Context: an optimization exercise on an open-source flow, tuned for small area. The choices shown serve that exercise and are no tape-out recipe. Function was checked by simulation only, so behaviour that the tests miss may differ from the original. No activity file was given, so power comes from the tool's default toggle rates.

==> flow/design.v <==
`timescale 1ns / 1ps
module VGA_Control(
    input [3:0] block1_x,
    input [4:0] block1_y,
    input [3:0] block2_x,
    input [4:0] block2_y,
    input [3:0] block3_x,
    input [4:0] block3_y,
    input [3:0] block4_x,
    input [4:0] block4_y,
    input currentmap,
    input wire [31:0] horizontal_position,
    input wire [31:0] vertical_position,
    output reg [31:0] newblock1_x1,
    output reg [31:0] newblock1_x2,
    output reg [31:0] newblock1_y1,
    output reg [31:0] newblock1_y2,
    output reg [31:0] newblock2_x1,
    output reg [31:0] newblock2_x2,
    output reg [31:0] newblock2_y1,
    output reg [31:0] newblock2_y2,
    output reg [31:0] newblock3_x1,
    output reg [31:0] newblock3_x2,
    output reg [31:0] newblock3_y1,
    output reg [31:0] newblock3_y2,
    output reg [31:0] newblock4_x1,
    output reg [31:0] newblock4_x2,
    output reg [31:0] newblock4_y1,
    output reg [31:0] newblock4_y2,
    output newmap
    );
    parameter block_width = 17;
    parameter block_rad = 8;
    assign newmap = currentmap;
    always @ (*) begin
        newblock1_x1 = (block1_x*17)-8;
        newblock1_x2 = (block1_x*17)+8;
        newblock1_y1 = (block1_y*17)-8;
        newblock1_y2 = (block1_y*17)+8;
    end
    always @ (*) begin
        newblock2_x1 = (block2_x*17)-8;
        newblock2_x2 = (block2_x*17)+8;
        newblock2_y1 = (block2_y*17)-8;
        newblock2_y2 = (block2_y*17)+8;
    end
    always @ (*) begin
        newblock3_x1 = (block3_x*17)-8;
        newblock3_x2 = (block3_x*17)+8;
        newblock3_y1 = (block3_y*17)-8;
        newblock3_y2 = (block3_y*17)+8;
    end
    always @ (*) begin
        newblock4_x1 = (block4_x*17)-8;
        newblock4_x2 = (block4_x*17)+8;
        newblock4_y1 = (block4_y*17)-8;
        newblock4_y2 = (block4_y*17)+8;
    end
endmodule
`timescale 1ns / 1ps
module vga(
    input in_clk,
    input reset,
    input [3:0]block1_x,
    input [4:0]block1_y,
    input [3:0]block2_x,
    input [4:0]block2_y,
    input [3:0]block3_x,
    input [4:0]block3_y,
    input [3:0]block4_x,
    input [4:0]block4_y,
    input currentmap,
    output reg [3:0] VGA_R,
    output reg [3:0] VGA_G,
    output reg [3:0] VGA_B,
    output reg VGA_HS,
    output reg VGA_VS
    );
    wire clock = in_clk;
    reg [31:0] count, vertical_count;
    reg [31:0] vertical_position, horizontal_position;
    reg [1:0] vertical_state, horizontal_state;
    reg vertical_blank;
    wire vertical_trigger;  
    wire [31:0] newblock1_x1, newblock1_x2, newblock1_y1, newblock1_y2;
    wire [31:0] newblock2_x1, newblock2_x2, newblock2_y1, newblock2_y2;
    wire [31:0] newblock3_x1, newblock3_x2, newblock3_y1, newblock3_y2;
    wire [31:0] newblock4_x1, newblock4_x2, newblock4_y1, newblock4_y2;
    wire newmap;
    VGA_Control control(
                         block1_x,
                         block1_y,
                         block2_x,
                         block2_y,
                         block3_x,
                         block3_y,
                         block4_x,
                         block4_y,
                         currentmap,
                         horizontal_position,
                         vertical_position,
                         newblock1_x1,
                         newblock1_x2,
                         newblock1_y1,
                         newblock1_y2,
                         newblock2_x1,
                         newblock2_x2,
                         newblock2_y1,
                         newblock2_y2,
                         newblock3_x1,
                         newblock3_x2,
                         newblock3_y1,
                         newblock3_y2,
                         newblock4_x1,
                         newblock4_x2,
                         newblock4_y1,
                         newblock4_y2,
                         newmap
                    );
    assign vertical_trigger = (horizontal_state == 0) && (count == 47);
    always @(posedge clock)
    begin
        if (reset)
        begin
            count <= 1;
            horizontal_position <= 0;
            horizontal_state <= 3;
            VGA_HS <= 1;
            VGA_R <= 0;
            VGA_G <= 0;
            VGA_B <= 0;
        end
        else if (horizontal_state == 0) 
        begin
            if (count == 47) begin
                count <= 1;
                horizontal_state <= 1;
            end
            else
            begin
                count <= count + 1;
            end
        end
        else if (horizontal_state == 1)
        begin                                     
            if (horizontal_position == 640)
            begin
                VGA_R <= 0;
                VGA_G <= 0;
                VGA_B <= 0;
                horizontal_position <= 0;
                horizontal_state <= 2;
            end
            else
            begin
                if (vertical_blank == 0)
                begin
                    if (horizontal_position > newblock1_x1 + 235 && horizontal_position < newblock1_x2 + 235 && vertical_position > newblock1_y1 + 60 && vertical_position < newblock1_y2 + 60) begin    
                        VGA_R <= 8;
                        VGA_G <= 0;
                        VGA_B <= 0;
                    end else if (horizontal_position > newblock2_x1+235 && horizontal_position < newblock2_x2+235 && vertical_position > newblock2_y1+60 && vertical_position < newblock2_y2+60)begin
                        VGA_R <= 0;
                        VGA_G <= 8;
                        VGA_B <= 0;
                    end else if (horizontal_position > newblock3_x1+235 && horizontal_position < newblock3_x2+235 && vertical_position > newblock3_y1+60 && vertical_position < newblock3_y2+60) begin   
                        VGA_R <= 0;
                        VGA_G <= 0;
                        VGA_B <= 8;
                    end else if (horizontal_position > newblock4_x1+235 && horizontal_position < newblock4_x2+235 && vertical_position > newblock4_y1+60 && vertical_position < newblock4_y2+60) begin
                        VGA_R <= 8;
                        VGA_G <= 8;
                        VGA_B <= 0;
                   end else begin
                        VGA_R <= 16;
                        VGA_G <= 16;
                        VGA_B <= 16;
                   end      
                end
                else
                begin
                    VGA_B <= 0;
                end
                horizontal_position <= horizontal_position + 1;
            end
        end
        else if (horizontal_state == 2)
        begin
            if (count == 16) begin
                count <= 1;
                VGA_HS <= 0;
                horizontal_state <= 3;
            end
            else
            begin
                count <= count + 1;
            end
        end
        else  
        begin
            if (count == 96) begin
                VGA_HS <= 1;
                count <= 1;
                horizontal_state <= 0;
            end
            else
            begin
                count <= count + 1;
            end
        end
    end
    always @(posedge clock)
    begin
        if (reset)
        begin
            vertical_position <= 0;
            vertical_count <= 1;
            vertical_state <= 3;
            VGA_VS <= 1;
            vertical_blank <= 1;  
        end
        else if (!vertical_trigger)
        begin
        end
        else if (vertical_state == 0) 
        begin
            if (vertical_count == 32) begin
                vertical_count <= 1;
                vertical_state <= 1;
            end
            else
            begin
                vertical_count <= vertical_count + 1;
            end
        end
        else if (vertical_state == 1)
        begin
            if (vertical_position == 480)
            begin
                vertical_position <= 0;
                vertical_state <= 2;
                vertical_blank <= 1;
            end
            else
            begin
                vertical_blank <= 0;  
                vertical_position <= vertical_position + 1;
            end
        end
        else if (vertical_state == 2)
        begin
            if (vertical_count == 10) begin
                vertical_count <= 1;
                VGA_VS <= 0;
                vertical_state <= 3;
            end
            else
            begin
                vertical_count <= vertical_count + 1;
            end
        end
        else  
        begin
            if (vertical_count == 2) begin
                VGA_VS <= 1;
                vertical_count <= 1;
                vertical_state <= 0;
            end
            else
            begin
                vertical_count <= vertical_count + 1;
            end
        end
    end
endmodule
==> flow/run.sh <==
#!/bin/bash
# synth_recipe.tcl (not shown) runs the flow's synth.tcl, then flattens the netlist and writes it again
# the make line also repeats each setting of config.mk as NAME=value (left out here)
make -C /OpenROAD-flow-scripts/flow DESIGN_CONFIG=/design/flow/config.mk WORK_HOME=/design/flow/orfs CLKGATE_MAP_FILE= SYNTH_SCRIPT=/design/flow/synth_recipe.tcl finish
==> flow/config.mk <==
export PLATFORM = sky130hd
export DESIGN_NAME = vga
export DESIGN_NICKNAME = vga
export VERILOG_FILES = /design/flow/design.v
export SDC_FILE = /design/flow/constraint.sdc
export NUM_CORES = 4
export LEC_CHECK = 0
export CAP_MARGIN = 20
export CORE_MARGIN = 2
export CORE_UTILIZATION = 40
export PLACE_DENSITY = 0.6
export SLEW_MARGIN = 20
==> flow/constraint.sdc <==
create_clock -name core_clock -period 10.0 [get_ports {in_clk}]
set_input_delay 2.0000 -clock core_clock [delete_from_list [all_inputs] [get_ports {in_clk}]]
set_output_delay 2.0000 -clock core_clock [all_outputs]
set_load 0.01 [all_outputs]
==> impl_results.md <==
- Outcome: timing/DRC/antenna clean
- Clock latency (worst-skew pair): 0.42 ns
- Die X: 177 µm
- Congestion Overflow GR: 0
- Number of enable flip-flop cells after synthesis: 0
- Vias per cell: 5.33
- Largest cells by area after synthesis: dfxtp_1 (23%), ha_1 (21%), xnor2_1 (6.6%), xor2_1 (5.8%), nor2_1 (5.0%)
- Post-CTS sizing: 0
- Initial DRC Count: 541
- Synth area leader: dfxtp_1
- Layout cells sized above 1: 0.0363
- Top Ports: 53
- First-pass GRT wire length: 46.1 mm
- DRT Pass-1 Iters: 5
- Sw Ratio: 0.273
- Internal power: 0.990 mW
- CP top delay family: compound AO/OA/AOI/OAI gates
- H-tree levels: 4
- Yosys warns: 2
- Total of max-cap violations: 0
- Clk network pwr share: 0.440
- Rel. slew slack: 0.331
- Clock buffer depth: 2
- Number of global-route vias before repair: 9581
- Switching power: 0.372 mW
- GR Util All Layers: 0.178
- Crit Path Max Fanout: 21
- Commonest cells after routing, fill and taps aside: ha_1 (201), nor2_1 (159), dfxtp_1 (138)
- Cell breakdown of the critical path: clkdlybuf4s50_1 > inv_1 > ha_1 > nand2_1 > nor3_4 > nand2_1 > ha_1 > ha_1 > a21oi_1 > a21boi_0 > o41ai_1 > a2111oi_4 > nor3_1 > a21o_1
- Final GP Congestion: 0.850
- Antenna fix cells: 0
- Clock root cell: clkbuf_16
- Sequential Power Share: 0.406
- Post-DR wirelength/cell: 14.4 µm
- Row cnt: 63
- Worst IR drop on VDD: 104 µV
- Sequential element share of the synthesized area: 0.230
- Data required, critical path: 10.36 ns
- Fin crit share: 0.583
- Synth Register Bits: 138
- Buf+Inv Stages, Crit Path: 2
- Post-CTS Hold Buffers: 0
- Setup Crit Path Kind: input port to register
- Pwr/cell area: 102 nW/µm²
- Top_reg_cell synth: dfxtp_1
- Number of antenna violations at the first check in global routing: 0
- Setup TNS: 0 ns
- Cell Area, Synth: 12000 µm²
- HPWL after detailed placement: 21.0 mm
- Mean Syn Cell Area: 7.99 µm²
- Detailed-route DRC error count: 0
- Worst path max stage delay: 0.74 ns
- Detail Route Antenna Nets: 0
- Total CTS buffers: 17
- Final Hold Fails: 0
- Max Fclk: 171 MHz
- Core ar.: 29600 µm²
- Tightest Pin Transition: 1.00 ns
- Setup violators final: 0
- Tmin final: 5.83 ns
- Port Buffer Count: 42
- Setup Buffers After CTS: 0
- Clock Skews: 0.0111 ns
- Routed WL: 27.8 mm
- P_leak: 5.54 nW
- Most frequent CP cell: ha_1
- Fin. max-slew vios: 0
- Vias: 10316
- Slowest stage cell, crit path: o41ai_1
- Critical Path Sink Type: register
- Die area: 31400 µm²
- Critical Path Start Type: input port
- Synth-to-Final Area Change: 11.4%
- Final Instance Area: 13400 µm²
- Clock Sinks: 138
- Top-area cell type share of the netlist area: 0.230
- Async SR Flop Fraction: 0
- Yosys cell types: 66
- Gate Count Post-Synth: 1502
- RSZ-0062 raised after global routing: no
- CTS tree: yes
- Min-delay worst type: register to register
- WP data arrival: 6.19 ns
- Largest net degree at the start of global routing: 33
- Commonest non-fill, non-tap cell in the layout: ha_1
- Die Height: 177 µm
- Combinational Power Share: 0.154
- Initial Utilization: 0.406
- Layout Nets: 1773
- Post-DP Area: 12800 µm²
- Min Hold Slack: 0.495 ns
- Clk slew on worst S/H paths: 0.06 ns
## registers in the layout, summed over array words and instances (netlist names)
signal and cells:
VGA_B 1, horizontal_position 32, VGA_G 1, horizontal_state 2, VGA_HS 1, count 32
vertical_state 2, vertical_count 32, VGA_VS 1, vertical_blank 1, vertical_position 32, VGA_R 1
## final timing paths
kind                          from                      end  slack, ns  cells after the start
max                    block1_x[3]                 VGA_B[3]       4.17                     14
max reg2reg    horizontal_state[1]  horizontal_position[28]       6.75                     10
min          vertical_position[31]    vertical_position[31]       0.49                      2
min reg2reg  vertical_position[31]    vertical_position[31]       0.49                      2
## synth_stat cells, types with 5 or more instances
master	n
and2_1	9
or3_1	18
nor3_1	33
nand3b_1	5
buf_4	9
or2_2	5
nor3b_1	9
nand2_1	112
xor2_1	79
inv_1	76
a21o_1	25
clkbuf_1	40
nor2b_1	10
dfxtp_1	138
nor4_1	33
nor2_1	159
o21ai_0	46
a211oi_1	6
and4_1	7
nand2b_1	22
o31ai_1	8
nand3_1	79
nand4b_1	5
xnor2_1	91
a31oi_1	6
o211ai_1	14
and3_1	30
a21oi_1	100
nor4b_1	7
or4_1	5
o21a_1	8
ha_1	201
nand4_1	52
## through the flow
step	total power, mW	setup WS [ns]	utilization	instances
detailed placement	0.775	3.77	0.433	1904
global placement	0.770	3.51	0.433	1904
finish	1.36	4.17	0.452	1934
global route	1.43	3.67	0.452	1934
floorplan	0.722	4.43	-	1517
CTS	1.38	4.19	0.452	1934
## kinds of logic (layout without fill, tap and decap cells)
| logic type | count (synthesis) | in the layout | share of synthesized area |
|---|---|---|---|
| compound gates | 246 | 246 | 0.127 |
| xor+xnor | 170 | 170 | 0.124 |
| fa+ha+maj | 201 | 201 | 0.209 |
| buf+inv | 126 | 153 | 0.0423 |
| flops | 138 | 138 | 0.230 |
| mux | 2 | 2 | 0.00167 |
| other cells | 2 | 17 | 0.000625 |
| simple gates | 617 | 617 | 0.265 |
## area by class of cell
type | instances | area [µm²]
timing repair buffer | 47 | 458
tap | 390 | 488
multi-input combinational | 1253 | 8820
clock inverter | 12 | 119
clock buffer | 18 | 439
sequential | 138 | 2760
inverter | 76 | 285
fill | 3006 | 16200
## tightest hold or removal path, cell delays in order, from the launching register on
cell	delay [ns]
dfxtp_1	0.32
o21ai_0	0.07
a21oi_1	0.06
## layer usage
metal  GRT usage  part of all wire  vias to the layer above
met1       0.251              0.51                     4786
li1            -                 -                     5418
met4      0.0273            0.0044                        0
met2       0.296              0.46                      103
met5           0                 0                        -
met3      0.0228             0.025                        9
## power by group through the flow
stage	logic [mW]	clock network [mW]	registers, mW
final	0.210	0.599	0.553
after CTS	0.211	0.615	0.553
after detailed placement	0.209	0	0.565
after global routing	0.238	0.638	0.553
after global placement	0.204	0	0.565
after floorplan	0.158	0	0.565

[port drivers added, routing unchanged]
Ports are ideal in the flow. The routed layout listed here was re-timed in OpenROAD. Step 1 assumes that a clkbuf_16 drives the clock port and a buf_2 every other input. Step 2 moves the port delays by t, midway between the first and last clock arrival at a register: inputs arrive t later, outputs are due t later. That takes back most of the time a late clock gives input paths. a / b / c = ideal ports / drivers / drivers and shift; a / b = the first two.
t, ns: 0.457
slack for setup (ns): 4.167 / 4.186 / 3.729
worst setup path at the end: input to register
worst register clock-pin slew, ns: 0.06 / 0.06
After both steps this run still meets setup and hold. The setup slack of this run moves by +0.019 ns with the drivers and by -0.438 ns with both steps.
